Background: an optimization exercise with open tools, aiming at small area. Do not read the settings as production practice. The RTL was checked by simulation tests, not by an equivalence proof against the original design. No activity file was given, so power comes from the tool's default toggle rates.

==> design/flow/constraint.sdc <==
create_clock -name core_clock -period 10.0 [get_ports {CLK}]
set_input_delay 2.0000 -clock core_clock [delete_from_list [all_inputs] [get_ports {CLK}]]
set_output_delay 2.0000 -clock core_clock [all_outputs]
set_load 0.01 [all_outputs]
==> design/flow/run.sh <==
#!/bin/bash
# synth_recipe.tcl (not shown) runs the flow's synth.tcl, then flattens the netlist and writes it again
# the make line also repeats each setting of config.mk as NAME=value (left out here)
make -C /OpenROAD-flow-scripts/flow DESIGN_CONFIG=/design/flow/config.mk WORK_HOME=/design/flow/orfs CLKGATE_MAP_FILE= SYNTH_SCRIPT=/design/flow/synth_recipe.tcl finish
==> design/flow/config.mk <==
export PLATFORM = sky130hd
export DESIGN_NAME = uart_box
export DESIGN_NICKNAME = uart_box
export VERILOG_FILES = /design/flow/design.v
export SDC_FILE = /design/flow/constraint.sdc
export NUM_CORES = 4
export LEC_CHECK = 0
export CAP_MARGIN = 20
export CORE_MARGIN = 2
export CORE_UTILIZATION = 50
export SLEW_MARGIN = 20
export SYNTH_HIERARCHICAL = 1
==> design/flow/design.v <==
module serial_tx_box
(
input  wire        CLK,
input  wire        RST,
input  wire        I_STB,
input  wire [7:0]  I_DATA,
output wire        I_ACK,
output wire        O_TxD,
input  wire [15:0] CFG_CLK_DIV
);
reg  [7:0]  f0_data [31:0];      
reg  [5:0]  f0_sel;
reg  [7:0]  f1_data;             
reg         f1_rdy;
reg  [7:0]  tx_data;             
reg  [15:0] sc_cntl;
reg  [2:0]  sc_cnth;
reg  [3:0]  tx_state;
reg         tx_bit;
reg         ph;
integer     i;
wire        f0_rdy  = ~f0_sel[5];
wire        f0_full = (f0_sel == 6'b0_11111);
wire        f0_ack  = ~f0_full && I_STB;
wire        sc_tic  = (sc_cntl == CFG_CLK_DIV);
wire        sc_lde  = sc_tic && (sc_cnth == 3'h0);
wire        tx_ack  = (tx_state == 4'd1) && sc_lde;
wire        f1_stb  = (tx_ack || ~f1_rdy) && f0_rdy;
wire        sc_clr  = (tx_state == 4'd0) || (tx_state == 4'd13);
wire        tx_shl  = sc_lde && (tx_state != 4'd1) && (tx_state != 4'd2);
assign      I_ACK   = f0_ack;
assign      O_TxD   = tx_bit;
always @(posedge CLK or posedge RST)
 if (RST)                        ph <= 1'b0;
 else                            ph <= ~ph;
wire [7:0]  f0_nxt [31:0];
wire [7:0]  f0_in   = I_DATA ^ {8{ph}};
wire        f0_ack_n = ~f0_ack;
ph_keep8 k0 (.q(f0_data[0]), .x(f0_in), .en(f0_ack), .en_n(f0_ack_n), .d(f0_nxt[0]));
genvar g;
generate for (g = 1; g < 32; g = g + 1) begin : fk
  ph_keep8 k (.q(f0_data[g]), .x(f0_data[g-1]), .en(f0_ack), .en_n(f0_ack_n), .d(f0_nxt[g]));
end endgenerate
always @(posedge CLK)
 for (i = 0; i < 32; i = i + 1) f0_data[i] <= f0_nxt[i];
always @(posedge CLK or posedge RST)
 if (RST)                        f0_sel <= 6'h3F;
 else if (~f0_ack &&  f1_stb)    f0_sel <= f0_sel - 6'd1;
 else if ( f0_ack && ~f1_stb)    f0_sel <= f0_sel + 6'd1;
wire [31:0] f0_pick_n;
wire [7:0]  f0_out_n;
dec32_n  dc (.a(f0_sel[4:0]), .y_n(f0_pick_n));
mux32x8_n mx (.d({f0_data[31], f0_data[30], f0_data[29], f0_data[28], f0_data[27], f0_data[26],
                  f0_data[25], f0_data[24], f0_data[23], f0_data[22], f0_data[21], f0_data[20],
                  f0_data[19], f0_data[18], f0_data[17], f0_data[16], f0_data[15], f0_data[14],
                  f0_data[13], f0_data[12], f0_data[11], f0_data[10], f0_data[9],  f0_data[8],
                  f0_data[7],  f0_data[6],  f0_data[5],  f0_data[4],  f0_data[3],  f0_data[2],
                  f0_data[1],  f0_data[0]}),
              .s_n(f0_pick_n), .y_n(f0_out_n));
wire [7:0]  f1_nxt;
wire        f1_stb_n = ~f1_stb;
ph_keep8 k1 (.q(f1_data), .x(f0_out_n), .en(f1_stb), .en_n(f1_stb_n), .d(f1_nxt));
always @(posedge CLK)            f1_data <= f1_nxt;
always @(posedge CLK or posedge RST)
 if (RST)                        f1_rdy <= 1'b0;
 else if (f1_stb)                f1_rdy <= 1'b1;
 else if (tx_ack)                f1_rdy <= 1'b0;
always @(posedge CLK)
 if (sc_clr)                     sc_cntl <= 16'd1;
 else                            sc_cntl <= sc_tic ? 16'd1 : sc_cntl + 16'd1;
always @(posedge CLK)
 if (sc_clr)                     sc_cnth <= 3'd0;
 else if (sc_tic)                sc_cnth <= sc_cnth + 3'd1;
always @(posedge CLK or posedge RST)
 if (RST)                        tx_state <= 4'd0;
 else case (tx_state)
  4'd0:     if (f1_rdy)          tx_state <= 4'd1;
  4'd13:    tx_state <= f1_rdy ? 4'd1 : 4'd0;
  default:  if (sc_lde)          tx_state <= tx_state + 4'd1;
 endcase
wire [7:0]  tx_nxtd;
wire        tx_hold = ~(tx_ack | tx_shl);
ph_keep3x8 ks (.q(tx_data), .h(tx_hold), .x(f1_data), .l(tx_ack), .s({tx_data[0], tx_data[7:1]}),
               .sh(tx_shl), .d(tx_nxtd));
always @(posedge CLK)            tx_data <= tx_nxtd;
wire        tx_nxt  = (tx_state == 4'd2) ? 1'b0 :
                      (tx_state >= 4'd3 && tx_state <= 4'd10) ? ~(tx_data[0] ^ ph) : 1'b1;
always @(posedge CLK or posedge RST)
 if (RST)                        tx_bit <= 1'b1;
 else                            tx_bit <= tx_nxt;
endmodule
module serial_rx_box
(
input  wire        CLK,
input  wire        RST,
input  wire        I_RxD,
output wire        O_STB,
output wire [7:0]  O_DATA,
input  wire        O_ACK,
input  wire [15:0] CFG_CLK_DIV
);
reg  [7:0]  f0_data [31:0];      
reg  [5:0]  f0_sel;
reg  [7:0]  f1_data;             
reg         f1_rdy;
reg  [15:0] sc_cntl;
reg  [2:0]  sc_cnth;
reg  [3:0]  rx_state;
reg  [3:0]  rx_filter;
reg  [7:0]  rx_reg;              
reg         ph;
integer     i;
wire        rx_bit  = rx_filter[3];
wire        rx_idle = (rx_state == 4'd0);
wire        sc_tic  = (sc_cntl == CFG_CLK_DIV);
wire        sc_lde  = sc_tic && (sc_cnth == 3'h4);
wire        f0_stb  = (rx_state == 4'd11);
wire        f0_rdy  = ~f0_sel[5];
wire        f0_full = (f0_sel == 6'b0_11111);
wire        f1_ack  = O_ACK && f1_rdy;
wire        f1_stb  = (f1_ack || ~f1_rdy) && f0_rdy;
wire        f0_wr   = f0_stb && (~f0_full || f1_stb);
assign      O_STB   = f1_rdy;
assign      O_DATA  = ~(f1_data ^ {8{ph}});
always @(posedge CLK or posedge RST)
 if (RST)                        ph <= 1'b0;
 else                            ph <= ~ph;
always @(posedge CLK)
 if (rx_idle)                    sc_cntl <= 16'd1;
 else                            sc_cntl <= sc_tic ? 16'd1 : sc_cntl + 16'd1;
always @(posedge CLK)
 if (rx_idle)                    sc_cnth <= 3'd0;
 else if (sc_tic)                sc_cnth <= sc_cnth + 3'd1;
always @(posedge CLK or posedge RST)
 if (RST)                        rx_filter <= 4'hF;
 else                            rx_filter <= {rx_filter[2:0], I_RxD};
always @(posedge CLK or posedge RST)
 if (RST)                        rx_state <= 4'd0;
 else case (rx_state)
  4'd0:     if (!rx_bit)         rx_state <= 4'd1;
  4'd11:                         rx_state <= 4'd0;
  default:  if (sc_lde)          rx_state <= rx_state + 4'd1;
 endcase
wire        rx_sh   = sc_lde && (rx_state != 4'd10);
wire        rx_sh_n = ~rx_sh;
wire [7:0]  rx_nxt;
ph_keep8 kr (.q(rx_reg), .x({rx_bit ^ ph, rx_reg[7:1]}), .en(rx_sh), .en_n(rx_sh_n), .d(rx_nxt));
always @(posedge CLK)            rx_reg <= rx_nxt;
wire [7:0]  f0_nxt [31:0];
wire        f0_wr_n = ~f0_wr;
ph_keep8 k0 (.q(f0_data[0]), .x(rx_reg), .en(f0_wr), .en_n(f0_wr_n), .d(f0_nxt[0]));
genvar g;
generate for (g = 1; g < 32; g = g + 1) begin : fk
  ph_keep8 k (.q(f0_data[g]), .x(f0_data[g-1]), .en(f0_wr), .en_n(f0_wr_n), .d(f0_nxt[g]));
end endgenerate
always @(posedge CLK)
 for (i = 0; i < 32; i = i + 1) f0_data[i] <= f0_nxt[i];
always @(posedge CLK or posedge RST)
 if (RST)                        f0_sel <= 6'h3F;
 else if (~f0_wr &&  f1_stb)     f0_sel <= f0_sel - 6'd1;
 else if ( f0_wr && ~f1_stb)     f0_sel <= f0_sel + 6'd1;
wire [31:0] f0_pick_n;
wire [7:0]  f0_out_n;
dec32_n  dc (.a(f0_sel[4:0]), .y_n(f0_pick_n));
mux32x8_n mx (.d({f0_data[31], f0_data[30], f0_data[29], f0_data[28], f0_data[27], f0_data[26],
                  f0_data[25], f0_data[24], f0_data[23], f0_data[22], f0_data[21], f0_data[20],
                  f0_data[19], f0_data[18], f0_data[17], f0_data[16], f0_data[15], f0_data[14],
                  f0_data[13], f0_data[12], f0_data[11], f0_data[10], f0_data[9],  f0_data[8],
                  f0_data[7],  f0_data[6],  f0_data[5],  f0_data[4],  f0_data[3],  f0_data[2],
                  f0_data[1],  f0_data[0]}),
              .s_n(f0_pick_n), .y_n(f0_out_n));
wire [7:0]  f1_nxt;
wire        f1_stb_n = ~f1_stb;
ph_keep8 k1 (.q(f1_data), .x(f0_out_n), .en(f1_stb), .en_n(f1_stb_n), .d(f1_nxt));
always @(posedge CLK)            f1_data <= f1_nxt;
always @(posedge CLK or posedge RST)
 if (RST)                        f1_rdy <= 1'b0;
 else if (f1_stb)                f1_rdy <= 1'b1;
 else if (f1_ack)                f1_rdy <= 1'b0;
endmodule
module ph_keep8
(
input  wire [7:0]  q,
input  wire [7:0]  x,
input  wire        en,
input  wire        en_n,
output wire [7:0]  d
);
genvar g;
generate for (g = 0; g < 8; g = g + 1) begin : b
  oai22 c (.a1(q[g]), .a2(en), .b1(x[g]), .b2(en_n), .y(d[g]));
end endgenerate
endmodule
module oai22
(
input  wire a1, a2, b1, b2,
output wire y
);
assign y = ~((a1 | a2) & (b1 | b2));
endmodule
module nor2
(
input  wire a, b,
output wire y
);
assign y = ~(a | b);
endmodule
module nand4
(
input  wire a, b, c, d,
output wire y
);
assign y = ~(a & b & c & d);
endmodule
module ph_keep3x8
(
input  wire [7:0]  q,
input  wire        h,
input  wire [7:0]  x,
input  wire        l,
input  wire [7:0]  s,
input  wire        sh,
output wire [7:0]  d
);
genvar g;
generate for (g = 0; g < 8; g = g + 1) begin : b
  aoi222 c (.a1(q[g]), .a2(h), .b1(x[g]), .b2(l), .c1(s[g]), .c2(sh), .y(d[g]));
end endgenerate
endmodule
module aoi222
(
input  wire a1, a2, b1, b2, c1, c2,
output wire y
);
assign y = ~((a1 & a2) | (b1 & b2) | (c1 & c2));
endmodule
module dec32_n
(
input  wire [4:0]  a,
output wire [31:0] y_n
);
genvar g;
generate for (g = 0; g < 32; g = g + 1) begin : d
  assign y_n[g] = ~(a == g);
end endgenerate
endmodule
module mux32x8_n
(
input  wire [255:0] d,
input  wire [31:0]  s_n,
output wire [7:0]   y_n
);
genvar g, k;
generate for (g = 0; g < 8; g = g + 1) begin : b
  wire [15:0] p_n;
  wire [7:0]  q;
  wire [1:0]  r_n;
  for (k = 0; k < 16; k = k + 1) begin : p
    oai22 c (.a1(d[(2*k)*8+g]), .a2(s_n[2*k]), .b1(d[(2*k+1)*8+g]), .b2(s_n[2*k+1]), .y(p_n[k]));
  end
  for (k = 0; k < 8; k = k + 1) begin : r
    nor2 c (.a(p_n[2*k]), .b(p_n[2*k+1]), .y(q[k]));
  end
  nand4 c0 (.a(q[0]), .b(q[1]), .c(q[2]), .d(q[3]), .y(r_n[0]));
  nand4 c1 (.a(q[4]), .b(q[5]), .c(q[6]), .d(q[7]), .y(r_n[1]));
  assign y_n[g] = r_n[0] | r_n[1];
end endgenerate
endmodule
module uart_box
(
input  wire        CLK,
input  wire        RST,
input  wire        I_STB,
input  wire [7:0]  I_DATA,
output wire        I_ACK,
output wire        O_TxD,
input  wire        I_RxD,
output wire        O_STB,
output wire [7:0]  O_DATA,
input  wire        O_ACK,
input  wire [15:0] CFG_CLK_DIV
);
serial_tx_box tx
(
.CLK        (CLK),
.RST        (RST),
.I_STB      (I_STB),
.I_DATA     (I_DATA),
.I_ACK      (I_ACK),
.O_TxD      (O_TxD),
.CFG_CLK_DIV(CFG_CLK_DIV)
);
serial_rx_box rx
(
.CLK        (CLK),
.RST        (RST),
.I_RxD      (I_RxD),
.O_STB      (O_STB),
.O_DATA     (O_DATA),
.O_ACK      (O_ACK),
.CFG_CLK_DIV(CFG_CLK_DIV)
);
endmodule
==> qor.yml <==
status: "no timing/DRC/antenna violations"
synth_edf_count: 0
clock_power_share: 0.344
portBuffers: 39
worstPathArrival_ns: 4.29
postCtsSetupRepairBufs: 0
worstPathCellList: "clkdlybuf4s50_1, o21ai_4, buf_4, inv_6, clkdlybuf4s50_1"
drtAntennaViolNets: 0
clk_latency_ns: 0.62
h-tree-depth: 2
grt_max_degree: 171
clk_pin_slew_ns: 0.06
switching_share: 0.300
grt_pass1_vias: 16000
grt_pass1_wl_um: 81600
ys_types: 56
combPwrFrac: 0.195
cp_slowest_cell: "buf_4"
route.vias.total: 17000
die_y_um: 210
slew_headroom: 0.279
core_um2: 41900
hold_class: "register to register"
top_regs: "rx.f0_data: 256 flops, tx.f0_data: 256 flops"
yosysSeqAreaShare: 0.586
synth_area_um2: 21200
internal_power_mw: 4.53
regToRegEndpoint: "tx.f0_data[11][0]$_DFF_P_"
drt_first_pass_iters: 5
cts_resized: 0
placed_cell_area_um2: 22200
synth_cells: 2049
crit_required_ns: 8.00
r2r_setup_slack_ns: 6.09
die_x_um: 210
r2r_start: "tx.f0_sel[3]$_DFFE_PP1P_"
cts-hold-fix-buffers: 0
grt_remaining_overflow: 0
cp_common_cell: "clkdlybuf4s50_1"
cp_slowest_stage_delay_ns: 0.69
wl_met1_um: 23400
fin_cells: 2728
postLayoutCoreUtil: 0.578
wl_per_cell_um: 18.3
cts_buffers: 61
wl_met3_um: 1740
rows: 75
maxUsedRoutingLayer: "met4"
powerDensity_nw_per_um2: 267
p_leak_nw: 9.26
wirelength_um: 49900
cts_root_buffer: "clkbuf_16"
p_switching_mw: 1.94
worstSetupEndpointType: "output port"
synth-main-ff-cell: "dfxtp_1"
finClkSkew_ns: 0.0282
fmax_ghz: 0.159
fin_tns_setup_ns: 0
vias_per_cell: 6.24
io_pins: 40
drt_iter0_markers: 1102
startpoint_type: "input port"
gr-usage-all-layers: 0.223
final_cell_mix: "792 x o22ai_1, 582 x dfxtp_1, 178 x nor2_1"
antenna_cells: 0
avgSynthCellArea_um2: 10.3
syn_to_final_growth_pct: 14.4
hold_viol: 0
cts_max_path_buffers: 3
synth.yosys.warnings: 12
place.gp.congestion: 0.845
ff2ff_path_depth: 6
drc: 0
start_util: 0.506
critPathMaxFanout: 87
final_layout_size_suffix_gt1_frac: 0.0717
async_flop_share: 0.0475
place_inst: 2616
wl_met2_um: 23300
tightest_slew_ns: 1.08
dieArea_um2: 44000
hpwl_um: 32900
drv_slew: 0
crit_path_end: "I_ACK"
final_area_um2: 24200
synth_nets: 2102
seqPwrFrac: 0.461
final_common_cell: "o22ai_1"
irDropWorstVdd_v: 0.000153
drv_cap: 0
nets: 2193
cp-startpoint: "I_STB"
cts_tree: "yes"
fin_crit_ns: 6.29
clkSinkCount: 611
fin_crit_sh: 0.629
setup_viol: 0
ys_ff_latch: 611
antenna_found_initial: 0
rsz0062_at_grt: "false"
path_class: "input port to output port"
worst min-delay path by stage:
| stage | start | end | slack (ns) | cells after the start |
|---|---|---|---|---|
| after CTS | rx.rx_filter[2]$_DFF_PP1_ | rx.rx_filter[3]$_DFF_PP1_ | 0.36 | 0 |
| after global placement | rx.rx_filter[1]$_DFF_PP1_ | rx.rx_filter[2]$_DFF_PP1_ | 0.35 | 0 |
| after global routing | rx.rx_filter[1]$_DFF_PP1_ | rx.rx_filter[2]$_DFF_PP1_ | 0.36 | 0 |
| after detailed placement | rx.rx_filter[1]$_DFF_PP1_ | rx.rx_filter[2]$_DFF_PP1_ | 0.35 | 0 |
| after floorplan | rx.rx_filter[0]$_DFF_PP1_ | rx.rx_filter[1]$_DFF_PP1_ | 0.35 | 0 |
| final | rx.rx_filter[2]$_DFF_PP1_ | rx.rx_filter[3]$_DFF_PP1_ | 0.35 | 0 |
Yosys stat by module, one instance, submodules excluded, excerpt:
module	area (µm²)	flip-flops and latches	cells	copies in the design
aoi222	10.0	0	1	8
dec32_n	236	0	47	2
mux32x8_n	50.0	0	8	2
nor2	3.75	0	1	128
oai22	6.26	0	1	792
serial_rx_box	7460	307	482	1
serial_tx_box	7420	304	497	1
layout make-up:
| class | instances | area, µm² |
|---|---|---|
| sequential | 611 | 12400 |
| inverter | 24 | 103 |
| timing repair buffer | 48 | 458 |
| fill | 3639 | 17600 |
| clock buffer | 75 | 1670 |
| multi-input combinational | 1394 | 8590 |
| clock inverter | 37 | 309 |
| tap | 539 | 674 |
metrics by stage:
| step | setup WS, ns | hold WS (ns) | total power [mW] |
|---|---|---|---|
| 5_1_grt | 3.56 | 0.360 | 6.77 |
| 6_report | 3.71 | 0.355 | 6.47 |
| 2_1_floorplan | -0.926 | 0.345 | 3.81 |
| 3_3_place_gp | 3.72 | 0.348 | 4.25 |
| 3_5_place_dp | 3.71 | 0.348 | 4.28 |
| 4_1_cts | 3.70 | 0.356 | 6.53 |
power groups by stage:
stage	registers [mW]	logic [mW]	clock network [mW]
2_1_floorplan	2.95	0.866	0
3_3_place_gp	3.02	1.24	0
3_5_place_dp	3.03	1.26	0
4_1_cts	2.98	1.26	2.29
5_1_grt	3.02	1.38	2.38
6_report	2.98	1.26	2.23
kinds of logic after synthesis:
family                   Yosys count  share of synthesized area
multiplexers                      11                    0.00550
AO/OA/AOI/OAI                    847                      0.252
AND/OR/NAND/NOR                  424                     0.0957
buffers and inverters             44                    0.00934
flip-flops                       611                      0.586
adder cells (fa/ha/maj)           24                     0.0149
XOR/XNOR                          88                     0.0364
critical path: cells and delay by family:
kind | cells | cell delay, ns
AOI/OAI and AO/OA | 1 | 0.07
buffers and inverters | 4 | 2.15
cell usage after synthesis (8+ instances only):
cell type	n	area [µm²]
dfrtp_1	12	300
xnor2_1	40	350
clkbuf_1	10	37.5
a21oi_1	12	60.1
a222oi_1	8	80.1
dfxtp_1	582	11700
xor2_1	48	420
or2_1	16	100
o22ai_1	792	4950
inv_1	24	90.1
and3_1	9	56.3
nand2_1	97	364
nor2_1	178	668
dfstp_2	17	447
nand4_1	47	294
o21ai_0	12	60.1
nor3_1	8	40.0
ha_1	22	275
nand3_1	20	100
metal layers:
metal | global-route usage | vias to the layer above
met4 | 0.0834 | 0
met1 | 0.306 | 8228
met3 | 0.0284 | 97
li1 | - | 8378
met5 | 0 | -
met2 | 0.363 | 313

-- re-timing with driven ports --
How much do the figures lean on ideal ports? The routed layout below was timed once more, with nothing changed but the port constraints. Step 1: set_driving_cell puts a clkbuf_16 on CLK and a buf_2 on each other input, an assumption about the parent block. Step 2 moves the port delays by t, midway between the first and last clock arrival at a register: inputs arrive t later, outputs are due t later. That takes back most of the time a late clock gives input paths. Slacks: ideal ports / drivers / drivers and shift; pairs: ideal ports / drivers.
t (ns): 0.654
setup slack, ns: 3.714 / 3.681 / 3.681
hold slack, ns: 0.355 / 0.355 / 0.355
worst setup path at the end: input to output
pins driven straight from the clock port: 1
After both steps setup and hold are still met in this run. For this run, drivers alone change the setup slack by -0.033 ns; drivers and shift together by -0.033 ns.
